What follows belongs to an exercise in optimizing a design on an open flow for small area, a short achievable clock period and few clock cycles; a production flow would make more cautious choices. In this exercise RTL edits were held to simulation tests only and were not proved equivalent to the original. Power figures rest on the tool's default switching activity, not on a simulated workload.

## SimpleCPU
module SimpleCPU(clk, rst, data_fromRAM, wrEn, addr_toRAM, data_toRAM);
==> flow/config.mk <==
export PLATFORM = sky130hd
export DESIGN_NAME = SimpleCPU
export DESIGN_NICKNAME = SimpleCPU
export VERILOG_FILES = /design/flow/design.v
export SDC_FILE = /design/flow/constraint.sdc
export NUM_CORES = 4
export LEC_CHECK = 0
export ABC_AREA = 1
export CAP_MARGIN = 20
export CORE_MARGIN = 2
export CORE_UTILIZATION = 40
export SLEW_MARGIN = 20
==> flow/constraint.sdc <==
create_clock -name core_clock -period 11.0 [get_ports {clk}]
set_input_delay 2.2000 -clock core_clock [delete_from_list [all_inputs] [get_ports {clk}]]
set_output_delay 2.2000 -clock core_clock [all_outputs]
set_load 0.01 [all_outputs]
standard.sh (not shown) runs the stock make flow with config.mk's settings and CLKGATE_MAP_FILE= SYNTH_SCRIPT=/design/flow/synth_recipe.tcl, a recipe that flattens the netlist after the stock synthesis.
==> flow/flow/run.sh <==
#!/bin/bash
# The standard layout, with plain buffers instead of delay cells on the ports,
# and timing repair aimed at a shorter period than the clock's.
set -euo pipefail
export BUFFER_PORTS_ARGS="-buffer_cell sky130_fd_sc_hd__buf_2"
export SETUP_SLACK_MARGIN=7.7
bash standard.sh > standard.log 2>&1
Testbench counts at the start, summed over its fixed seeds: cycles 252,232.
Rerun with:
--- a/flow/flow/run.sh
+++ b/flow/flow/run.sh
@@ -4,4 +4,4 @@
 set -euo pipefail
 export BUFFER_PORTS_ARGS="-buffer_cell sky130_fd_sc_hd__buf_2"
-export SETUP_SLACK_MARGIN=7.7
+export SETUP_SLACK_MARGIN=8.0
 bash standard.sh > standard.log 2>&1
=>
- total power climbs by 16%
- worst setup slack gains 160 ps
- routed wire length rises by 7.2%
- synthesized cell count does not change
- cell count grows by 4.8%
- clock power is higher by 19%
- design area climbs by 13%
- area after synthesis is unchanged
Rerun with:
--- a/flow/flow/run.sh
+++ b/flow/flow/run.sh
@@ -4,4 +4,4 @@
 set -euo pipefail
 export BUFFER_PORTS_ARGS="-buffer_cell sky130_fd_sc_hd__buf_2"
-export SETUP_SLACK_MARGIN=8.0
+export SETUP_SLACK_MARGIN=7.85
 bash standard.sh > standard.log 2>&1
Effect:
- die area does not change
- wire length goes down by 5.1%
- clock power is lower by 16%
- worst setup slack gets worse by 5.1 ps
- register-to-register slack stays flat
- power goes down by 12%
- core utilization shrinks by 5.1 points
- final area came out lower by 9.6%
- fmax hardly moves
- synthesized cell count is unchanged
- synthesized area is unchanged
Rerun with:
--- a/flow/flow/run.sh
+++ b/flow/flow/run.sh
@@ -4,4 +4,4 @@
 set -euo pipefail
 export BUFFER_PORTS_ARGS="-buffer_cell sky130_fd_sc_hd__buf_2"
-export SETUP_SLACK_MARGIN=7.85
+export SETUP_SLACK_MARGIN=8.15
 bash standard.sh > standard.log 2>&1
After rerunning: The changed run passed the timing, design-rule and antenna checks; wire length rises by a few percent; design area rises by roughly a tenth; power rises by roughly a tenth; clock power rises by a few percent; maximum frequency falls slightly; critical path depth rises by 18; setup slack got worse by 15 ps; global-route usage rises by 1.8 points; clock skew is about the same; die area does not change; worst hold slack improved by 3.2 ps.

* * *

SimpleCPU, a different RTL version from the one above (not shown whole).
For scale: roughly 1100 cells after synthesis, roughly 140 flip-flops, about 0.0087 mm² of cells after synthesis.
export LEC_CHECK = 0
export ABC_AREA = 1
export CAP_MARGIN = 65
export CORE_MARGIN = 2
export CORE_UTILIZATION = 40
export SLEW_MARGIN = 65
create_clock -name core_clock -period 11.0 [get_ports {clk}]
==> flow/flow/run.sh <==
#!/bin/bash
# The standard layout, with plain buffers instead of delay cells on the ports,
# and timing repair aimed at a shorter period than the clock's.
set -euo pipefail
export BUFFER_PORTS_ARGS="-buffer_cell sky130_fd_sc_hd__buf_2"
export SETUP_SLACK_MARGIN=7.7
bash standard.sh > standard.log 2>&1
The baseline went through all stages and came out clean.
Testbench counts at the start, summed over its fixed seeds: cycles 257,548.
Edit:
==> flow/flow/run.sh (replaced) <==
#!/bin/bash
# The standard layout, with plain buffers instead of delay cells on the ports.
set -euo pipefail
export BUFFER_PORTS_ARGS="-buffer_cell sky130_fd_sc_hd__buf_4"
bash standard.sh > standard.log 2>&1
- SETUP_SLACK_MARGIN: unset -> 1.0
- synthesized cell count is unchanged
- setup slack gets worse by 0.18 ns
- design area is about the same
- via count is lower by a few percent
- hold slack gets worse by 0.0038 ns
- clock power is lower slightly
- core utilization barely changes
- global-route usage is lower by 0.40 points
Edit:
==> flow/flow/run.sh (replaced) <==
#!/bin/bash
# The standard layout, with plain buffers instead of delay cells on the ports,
# and timing repair aimed at a shorter period than the clock's.
set -euo pipefail
export BUFFER_PORTS_ARGS="-buffer_cell sky130_fd_sc_hd__buf_4"
export SETUP_SLACK_MARGIN=7.7
bash standard.sh > standard.log 2>&1
- CAP_MARGIN: 65 -> 40
- SETUP_SLACK_MARGIN: 1.0 -> unset
- SLEW_MARGIN: 65 -> 40
The changed run completed without violations.
Cell area is higher by 0.89%.
Setup slack gets better by 0.20 ns.
Routed wire length is higher by 1.0%.
Die area stays the same.
Sequential share of layout area is lower by 0.29 points.
Synthesized area does not change.
Worst hold slack barely changes.
Critical path depth is lower by 16.
Non-clock buffer count is higher by 14.
Power is higher by about 0.7%.
Edit:
- CAP_MARGIN: 40 -> 65
- CORE_UTILIZATION: 40 -> 60
- PLACE_DENSITY: unset -> 0.7
- SLEW_MARGIN: 40 -> 65
The new run completed without violations. Critical path depth rose by 1. Setup slack got worse by 0.078 ns. Clock power goes up by a little under a tenth. Synthesized area stays the same. Non-clock buffer count drops by 5. Combinational power is lower slightly. Design area went down slightly. Synthesized cell count does not change.
Edit:
--- a/flow/flow/run.sh
+++ b/flow/flow/run.sh
@@ -4,3 +4,3 @@
 set -euo pipefail
-export BUFFER_PORTS_ARGS="-buffer_cell sky130_fd_sc_hd__buf_4"
+export BUFFER_PORTS_ARGS="-buffer_cell sky130_fd_sc_hd__buf_2"
 export SETUP_SLACK_MARGIN=7.7
- CAP_MARGIN: 65 -> 40
- CORE_UTILIZATION: 60 -> 40
- CTS_BUF_LIST: unset -> sky130_fd_sc_hd__clkbuf_8
- PLACE_DENSITY: 0.7 -> unset
- SLEW_MARGIN: 65 -> 40
What happened:
- via count decreases by a few percent
- worst setup slack gets better by 0.014 ns
- utilization decreases by 23 points
- sequential share of layout area increases by 0.24 points
- hold slack gets better by 0.012 ns
- wire length increases by a few percent
- power decreases by a few percent
Edit:
==> flow/run.sh (new file) <==
#!/bin/bash
# synth_recipe.tcl (not shown) runs the flow's synth.tcl, then flattens the netlist and writes it again
# the make line also repeats each setting of config.mk as NAME=value (left out here)
make -C /OpenROAD-flow-scripts/flow DESIGN_CONFIG=/design/flow/config.mk WORK_HOME=/design/flow/orfs CLKGATE_MAP_FILE= SYNTH_SCRIPT=/design/flow/synth_recipe.tcl finish
- CAP_MARGIN: 40 -> 45
- CTS_BUF_LIST: sky130_fd_sc_hd__clkbuf_8 -> unset
- SETUP_SLACK_MARGIN: unset -> 1.0
- SLEW_MARGIN: 40 -> 45
removed: flow/flow/run.sh
removed: flow/standard.sh
=>
- The new run ran to the end with no violations
- final cell count shrinks by 1.9%
- synthesized cell count stays the same
- die area is unchanged
- total power grows by 4.6%
- worst setup slack got worse by 0.51 ns
- routed wire length shrinks by 2.0%
- non-clock buffer count shrinks by 28
- clock skew shrinks by 0.0074 ns
- count of clock-buffer cells in the layout grows by 1

[re-timing with driven ports]
The flow's constraints put no driver on any port. The routed layouts listed below were extracted and timed again, unchanged, in two steps.
Step 1 (the two cells are an assumption about what drives the block):
set clk [get_ports {clk}]
set_driving_cell -lib_cell sky130_fd_sc_hd__clkbuf_16 $clk
set_driving_cell -lib_cell sky130_fd_sc_hd__buf_2 [delete_from_list [all_inputs] $clk]
Step 2, shift: input delay + t, output delay - t, t = (earliest + latest rising clock arrival at the registers) / 2. This alone moves slack from input paths to output paths.
Slacks: ideal / step 1 / step 2; pairs: ideal / step 1.
run	t (ns)	setup slack, ns	worst setup path after step 2	clock arrival spread, ns	worst data-port slew with drivers (ns)
the first run of note 1	0.475	7.729 / 7.682 / 7.430	input to register	0.013 / 0.013	0.03
the second run of note 1	0.473	7.894 / 7.847 / 7.520	input to register	0.009 / 0.009	0.05
the third run of note 1	0.471	7.888 / 7.842 / 7.478	input to register	0.011 / 0.011	0.03
the fourth run of note 1	0.476	7.873 / 7.845 / 7.632	input to register	0.012 / 0.012	0.05
the first run of note 2	0.481	7.712 / 7.661 / 7.512	input to register	0.014 / 0.013	0.03
the second run of note 2	0.491	7.535 / 7.535 / 7.503	input to register	0.013 / 0.013	0.04
the third run of note 2	0.482	7.733 / 7.683 / 7.500	input to register	0.013 / 0.013	0.04
the fourth run of note 2	0.473	7.655 / 7.612 / 7.430	input to register	0.007 / 0.007	0.04
the fifth run of note 2	0.508	7.669 / 7.623 / 7.495	input to register	0.020 / 0.020	0.03
the sixth run of note 2	0.484	7.163 / 7.163 / 7.125	input to register	0.013 / 0.013	0.06
After both steps every run listed still meets setup and hold. The setup slack of the third run of note 1, which loses most, moves by -0.046 ns with the drivers and by -0.410 ns with both steps.
